Context: an optimization exercise on an open-source flow, tuned for small area, a short achievable clock period and few clock cycles per item. The choices shown serve that exercise and are no tape-out recipe.
In this exercise RTL edits were held to simulation tests only and were not proved equivalent to the original.

v6:
==> flow/design.v <==
module MultDivUnit (clk,rst_n,opCode,lOp,rOp,result,done,valid,divByZero,divOverflow);
  input clk;
  input rst_n;
  input [2:0] opCode;
  input valid;
  input [31:0] lOp; 
  input [31:0] rOp; 
  output [31:0] result;
  output done;
  output divByZero;
  output divOverflow;
  localparam W = 34;
  localparam AW = 37;
  logic sIDLE, sMUL, sMFIX, sDNORM, sDITER, sDCORR, sDFIX, sDONE;
  logic [2:0]   op;
  logic [5:0]   cnt;
  logic [W-1:0] X;      
  logic [W-1:0] PH;     
  logic [31:0]  PL;     
  logic         negA;   
  logic         negB;   
  logic         mfix;   
  logic         dz;
  logic         ovf;
  logic         oselPL, oselPH;
  logic [31:0]  prevA;     
  logic         lastDone;  
  logic [1:0]   lastKind;  
  logic [1:0]   pk;        
  logic         remFinal;  
  logic         plFinal;   
  localparam [1:0] K_NONE = 2'd0, K_MUL = 2'd1, K_DIVS = 2'd2, K_DIVU = 2'd3;
  localparam [1:0] P_SU = 2'd0, P_SS = 2'd1, P_UU = 2'd2;
  logic         c_enA, c_invA, c_selX, c_sel2X, c_selPL, c_invB, c_cin;
  logic         c_selX1, c_sel2X1, c_neg1;  
  logic         c_one;   
  function automatic [2:0] booth(input hi, input mid, input lo);
    booth = {mid ^ lo, (hi & ~mid & ~lo) | (~hi & mid & lo), hi & ~(mid & lo)};
  endfunction
  function automatic [AW-1:0] addf(input [AW-1:0] x, input [AW-1:0] y, input ci);
    logic [AW:0] g, p, gn, pn;
    integer i, l;
    g[0] = ci; p[0] = 1'b0;
    for (i = 0; i < AW; i = i + 1) begin
      g[i+1] = x[i] & y[i];
      p[i+1] = x[i] ^ y[i];
    end
    for (l = 0; (1 << l) <= AW; l = l + 1) begin
      gn = g; pn = p;
      for (i = 0; i <= AW; i = i + 1)
        if ((i >> l) & 1) begin
          gn[i] = g[i] | (p[i] & g[((i >> l) << l) - 1]);
          pn[i] = p[i] & p[((i >> l) << l) - 1];
        end
      g = gn; p = pn;
    end
    for (i = 0; i < AW; i = i + 1) addf[i] = x[i] ^ y[i] ^ g[i];
  endfunction
  function automatic [32:0] below_msb(input [32:0] v);
    integer i;
    below_msb[32] = v[32];
    for (i = 31; i >= 0; i = i - 1)
      below_msb[i] = below_msb[i+1] | v[i];
  endfunction
  wire [2:0] bd_in0 = booth(rOp[1], rOp[0], 1'b0);
  wire [2:0] bd_in1 = booth(rOp[3], rOp[2], rOp[1]);
  wire [2:0] bd_pl0 = booth(PL[5], PL[4], PL[3]);
  wire [2:0] bd_pl1 = booth(PL[7], PL[6], PL[5]);
  wire in_signedA = (opCode == 3'b001) | (opCode == 3'b010) | (opCode == 3'b100) | (opCode == 3'b110);
  wire in_signedB = (opCode == 3'b001) | (opCode == 3'b100) | (opCode == 3'b110);
  wire in_dz  = opCode[2] & (lOp == 32'd0);
  wire in_ovf = opCode[2] & ~opCode[0] & (rOp == 32'h80000000) & (&lOp);
  wire in_negA = in_signedA & rOp[31];
  wire in_negB = in_signedB & lOp[31];
  wire [32:0] in_Am   = {1'b0, rOp ^ {32{in_negA}}};
  wire [32:0] in_Xm   = {1'b0, lOp ^ {32{in_negB}}};
  wire [32:0] in_MA   = below_msb(in_Am);
  wire [32:0] in_MAp  = in_negA ? {in_MA[31:0], 1'b1} : in_MA;
  wire        in_qz   = |(in_Xm & ~in_MAp);
  wire        in_dshort = in_dz | in_ovf | in_qz;    
  wire sameOps = lastDone & (rOp == prevA) & (lOp == X[31:0]);
  wire in_fixDiv = ~opCode[0] & (in_negA ^ in_negB);
  wire in_fixRem = ~opCode[0] & in_negA;
  wire mulOk = ~opCode[2] & (lastKind == K_MUL) &
               ((opCode == 3'b000) | ((opCode == 3'b001) & (pk == P_SS)) |
                ((opCode == 3'b010) & (pk == P_SU)) | ((opCode == 3'b011) & ((pk == P_UU) | (pk == P_SU))));
  wire divOk = opCode[2] & (lastKind == (opCode[0] ? K_DIVU : K_DIVS));
  wire reuse = sameOps & (mulOk | divOk);
  wire ruMFIX  = ~opCode[2] & (opCode[1:0] == 2'b11) & (pk == P_SU) & rOp[31];
  wire ruDCORR = opCode[2] & opCode[1] & ~remFinal & PH[W-1];
  wire ruDFIX  = opCode[2] & (opCode[1] ? (~remFinal & ~PH[W-1] & in_fixRem) : (~plFinal & in_fixDiv));
  wire [AW-1:0] Xe  = {{(AW-W){X[W-1]}}, X};
  wire [AW-1:0] opA = ({{(AW-W){PH[W-1]}}, PH} & {AW{c_enA}}) ^ {AW{c_invA}};
  wire [AW-1:0] mag = ({AW{c_selX}} & Xe) | ({AW{c_sel2X}} & {Xe[AW-2:0], 1'b0}) | ({AW{c_selPL}} & {{(AW-32){1'b0}}, PL});
  wire [AW-1:0] mag1 = ({AW{c_selX1}} & Xe) | ({AW{c_sel2X1}} & {Xe[AW-2:0], 1'b0});
  wire [AW-1:0] t1 = mag ^ {AW{c_invB}};
  wire [AW-1:0] t2 = {mag1[AW-3:0], 2'b00} ^ {AW{c_neg1}};
  wire [AW-1:0] cs_s = opA ^ t1 ^ t2;
  wire [AW-1:0] cs_c = {(opA[AW-2:0] & t1[AW-2:0]) | (opA[AW-2:0] & t2[AW-2:0]) | (t1[AW-2:0] & t2[AW-2:0]), c_neg1 | c_one};
  wire [AW-1:0] sumf = addf(cs_s, cs_c, c_cin);
  wire [W-1:0]  sum = sumf[W-1:0];
  wire [32:0] Xm  = X[32:0] ^ {33{X[W-1]}};
  wire [32:0] MA0 = below_msb(PH[32:0]);
  wire [32:0] MA  = negA ? {MA0[31:0], 1'b1} : MA0;
  wire        ok4 = ~|Xm[32:29] & ~|({Xm[28:0], 4'b0} & ~MA);         
  wire        ok1 = ~Xm[32] & ~|({Xm[31:0], 1'b0} & ~MA);
  wire        dIter = sDITER | (sDNORM & ~ok1);         
  wire cntz    = (cnt == 6'd0);
  wire isRem   = op[1];
  wire needFix = ~op[0] & (isRem ? negA : (negA ^ negB));
  logic nIDLE, nMUL, nMFIX, nDNORM, nDITER, nDCORR, nDFIX, nDONE;
  always_comb begin
    nIDLE = 1'b0; nMUL = 1'b0; nMFIX = 1'b0; nDNORM = 1'b0;
    nDITER = 1'b0; nDCORR = 1'b0; nDFIX = 1'b0; nDONE = 1'b0;
    if (sIDLE) begin
      if (valid) begin
        if (reuse) begin
          if (ruMFIX) nMFIX = 1'b1;
          else if (ruDCORR) nDCORR = 1'b1;
          else if (ruDFIX) nDFIX = 1'b1;
          else nDONE = 1'b1;
        end
        else if (opCode[2]) begin
          if (in_dshort) nDONE = 1'b1; else nDNORM = 1'b1;
        end else nMUL = 1'b1;
      end else nIDLE = 1'b1;
    end
    if (sMUL) begin
      if (cntz) begin
        if (mfix) nMFIX = 1'b1; else nDONE = 1'b1;
      end else nMUL = 1'b1;
    end
    if (sMFIX) nDONE = 1'b1;
    if (sDNORM & ok1) nDNORM = 1'b1;
    if (dIter) begin
      if (cntz) begin
        if (isRem & sum[W-1]) nDCORR = 1'b1;
        else if (needFix) nDFIX = 1'b1;
        else nDONE = 1'b1;
      end else nDITER = 1'b1;
    end
    if (sDCORR) begin
      if (needFix) nDFIX = 1'b1; else nDONE = 1'b1;
    end
    if (sDFIX) nDONE = 1'b1;
    if (sDONE) nIDLE = 1'b1;
  end
  always_ff @(posedge clk or negedge rst_n) begin
    if (~rst_n) begin
      sIDLE <= 1'b1; sMUL <= 1'b0; sMFIX <= 1'b0; sDNORM <= 1'b0;
      sDITER <= 1'b0; sDCORR <= 1'b0; sDFIX <= 1'b0; sDONE <= 1'b0;
      lastDone <= 1'b0;
    end else begin
      lastDone <= sDONE;
      sIDLE <= nIDLE; sMUL <= nMUL; sMFIX <= nMFIX; sDNORM <= nDNORM;
      sDITER <= nDITER; sDCORR <= nDCORR; sDFIX <= nDFIX; sDONE <= nDONE;
    end
  end
  always_ff @(posedge clk) begin
    c_enA <= 1'b1; c_invA <= 1'b0; c_selX <= 1'b0; c_sel2X <= 1'b0; c_selPL <= 1'b0;
    c_invB <= 1'b0; c_cin <= 1'b0;
    c_selX1 <= 1'b0; c_sel2X1 <= 1'b0; c_neg1 <= 1'b0; c_one <= 1'b0;
    if (sIDLE) begin
      if (reuse) begin
        if (ruMFIX | ruDCORR) begin
          c_selX <= 1'b1; c_invB <= ruDCORR & in_negB; c_cin <= ruDCORR & in_negB;
        end else if (opCode[1]) begin  
          c_invA <= 1'b1; c_cin <= 1'b1;
        end else begin                 
          c_enA <= 1'b0; c_selPL <= 1'b1; c_invB <= 1'b1; c_cin <= 1'b1;
        end
      end else if (opCode[2]) begin
        c_selX <= 1'b1; c_invB <= ~in_negB; c_cin <= ~in_negB; c_one <= in_negA;
      end else begin
        {c_selX, c_sel2X, c_invB} <= bd_in0;
        c_cin <= bd_in0[0];
        {c_selX1, c_sel2X1, c_neg1} <= bd_in1;
      end
    end
    if (sMUL) begin
      if (cntz) c_selX <= 1'b1;  
      else begin
        {c_selX, c_sel2X, c_invB} <= bd_pl0;
        c_cin <= bd_pl0[0];
        {c_selX1, c_sel2X1, c_neg1} <= bd_pl1;
      end
    end
    if (sDNORM & ok1) begin
      c_selX <= 1'b1; c_invB <= ~X[W-1]; c_cin <= ~X[W-1]; c_one <= negA;
    end
    if (dIter | sDCORR) begin
      if (nDITER) begin
        c_selX <= 1'b1;
        c_invB <= X[W-1] ^ ~sum[W-1];
        c_cin  <= X[W-1] ^ ~sum[W-1];
      end else if (nDCORR) begin
        c_selX <= 1'b1; c_invB <= X[W-1]; c_cin <= X[W-1];
      end else begin  
        if (isRem) begin
          c_invA <= 1'b1; c_cin <= 1'b1;
        end else begin
          c_enA <= 1'b0; c_selPL <= 1'b1; c_invB <= 1'b1; c_cin <= 1'b1;
        end
      end
    end
  end
  always_ff @(posedge clk) begin
    if (sIDLE) begin
      op   <= opCode;
      dz   <= in_dz;
      ovf  <= in_ovf;
      cnt  <= opCode[2] ? 6'd0 : 6'd7;
      negA <= in_negA;
      negB <= in_negB;
      mfix <= (opCode == 3'b011) & rOp[31];
      oselPL <= (opCode == 3'b000) | (opCode[2:1] == 2'b10);
      oselPH <= ~((opCode == 3'b000) | (opCode[2:1] == 2'b10));
      X  <= {{(W-32){in_signedB & lOp[31]}}, lOp};
      if (~reuse) begin
        PH <= {{(W-32){1'b0}}, (rOp ^ {32{in_negA}}) & {32{opCode[2]}}};  
        PL <= rOp;
        lastKind <= opCode[2] ? (in_dshort ? K_NONE : (opCode[0] ? K_DIVU : K_DIVS)) : K_MUL;
        if (opCode[2] & in_qz) begin  
          oselPL <= opCode[1];
          oselPH <= 1'b0;
        end
        pk       <= (opCode == 3'b001) ? P_SS : ((opCode == 3'b011) ? P_UU : P_SU);
        remFinal <= 1'b0;
        plFinal  <= 1'b0;
      end
    end
    if (sMFIX) pk <= P_UU;
    if (sDONE & op[2]) begin
      if (op[1]) remFinal <= 1'b1;
      else plFinal <= 1'b1;
    end
    if (sMUL) begin
      PH  <= {sumf[AW-1], sumf[AW-1:4]};
      PL  <= {sumf[3:0], PL[31:4]};
      cnt <= cnt - 6'd1;
    end
    if (sMFIX | sDCORR | (sDFIX & isRem)) PH <= sum;
    if (sDFIX & ~isRem) PL <= sum[31:0];
    if (sDNORM) begin
      if (ok4) begin
        X   <= {X[W-5:0], 4'b0};
        cnt <= cnt + 6'd4;
      end else if (ok1) begin
        X   <= {X[W-2:0], 1'b0};
        cnt <= cnt + 6'd1;
      end
    end
    if (dIter) begin
      PH  <= sum;
      PL  <= {PL[30:0] & {31{~sDNORM}}, ~sum[W-1]};  
      if (~cntz) X <= {X[W-1], X[W-1:1]};
      cnt <= cnt - 6'd1;
    end
  end
  always_ff @(posedge clk) prevA <= rOp;
  assign result      = ({32{oselPL}} & PL) | ({32{oselPH}} & PH[31:0]);
  assign done        = sDONE;
  assign divByZero   = dz;
  assign divOverflow = ovf;
endmodule
make LEC_CHECK=0 CAP_MARGIN=20 CORE_MARGIN=2 CORE_UTILIZATION=60 SETUP_SLACK_MARGIN=5 SLEW_MARGIN=20 finish   # period 9.5 ns
run.sh (not shown) runs the stock make flow with config.mk's settings and CLKGATE_MAP_FILE= SYNTH_SCRIPT=/design/flow/synth_recipe.tcl, a recipe that flattens the netlist after the stock synthesis.
Testbench counts of v6, summed over its fixed seeds: cycles 24,081, ops 3,200.
diff inputs: v6 => v7
-- flow/design.v --
<<< v6, line 103
  wire [32:0] MA0 = below_msb(PH[32:0]);
  wire [32:0] MA  = negA ? {MA0[31:0], 1'b1} : MA0;
  wire        ok4 = ~|Xm[32:29] & ~|({Xm[28:0], 4'b0} & ~MA);         
  wire        ok1 = ~Xm[32] & ~|({Xm[31:0], 1'b0} & ~MA);
  wire        dIter = sDITER | (sDNORM & ~ok1);         
>>> v7, line 103
  wire [32:0] MA0 = below_msb(PH[32:0]);
  wire [32:0] MA  = negA ? {MA0[31:0], 1'b1} : MA0;
  wire        ok5 = ~|Xm[32:28] & ~|({Xm[27:0], 5'b0} & ~MA);         
  wire        ok1 = ~Xm[32] & ~|({Xm[31:0], 1'b0} & ~MA);
  wire        dIter = sDITER | (sDNORM & ~ok1);         
<<< v6, line 243
    if (sDFIX & ~isRem) PL <= sum[31:0];
    if (sDNORM) begin
      if (ok4) begin
        X   <= {X[W-5:0], 4'b0};
        cnt <= cnt + 6'd4;
      end else if (ok1) begin
        X   <= {X[W-2:0], 1'b0};
>>> v7, line 243
    if (sDFIX & ~isRem) PL <= sum[31:0];
    if (sDNORM) begin
      if (ok5) begin
        X   <= {X[W-6:0], 5'b0};
        cnt <= cnt + 6'd5;
      end else if (ok1) begin
        X   <= {X[W-2:0], 1'b0};
==> comparison <==
v7 gives less average routed wire per standard cell than v6 did.
[compare] base=v6 new=v7: global-route usage went down; final worst-path setup slack went down 20 ps.
v7 ended with less clock skew than v6.
In the tables for v7 and v6, clock buffer and inverter area fraction after layout reads lower with v6.
The number of vias per cell in v7 sits 0.25 below the value recorded for v6.
Number of standard cells in the final layout excluding fillers (higher): v6
Compared with v6, v7 shows a lower HPWL reported at the end of detailed placement.
Against v6, global placement routability congestion in v7 fell slightly.
Status: count of pins on the block boundary parity (v7, v6)
Testbench counts of v7, summed over its fixed seeds: cycles 24,022, ops 3,200.

## what the ideal ports hide
The flow's constraints put no driver on any port. The routed layouts listed below were extracted and timed again, unchanged, in two steps. Step 1 sets driving cells, clkbuf_16 on the clock port and buf_2 on the other inputs (assumed; they add their load-dependent delay and slew). Step 2 times the ports against the registers' clock, not the clock port: input delays grow and output delays shrink by t, the midpoint of the rising clock arrivals with the driver on. a / b / c = ideal / step 1 / step 2; a / b = the first two.
run	shift t [ns]	setup WS [ns]	worst setup path at the end	cell pins on the clock port's net
v6	0.510	4.918 / 4.950 / 4.440	input to register	1
v7	0.509	4.898 / 4.927 / 4.424	input to register	1
After both steps setup and hold are still met in every run listed. For v6, which loses most, drivers alone change the setup slack by +0.032 ns; drivers and shift together by -0.478 ns.
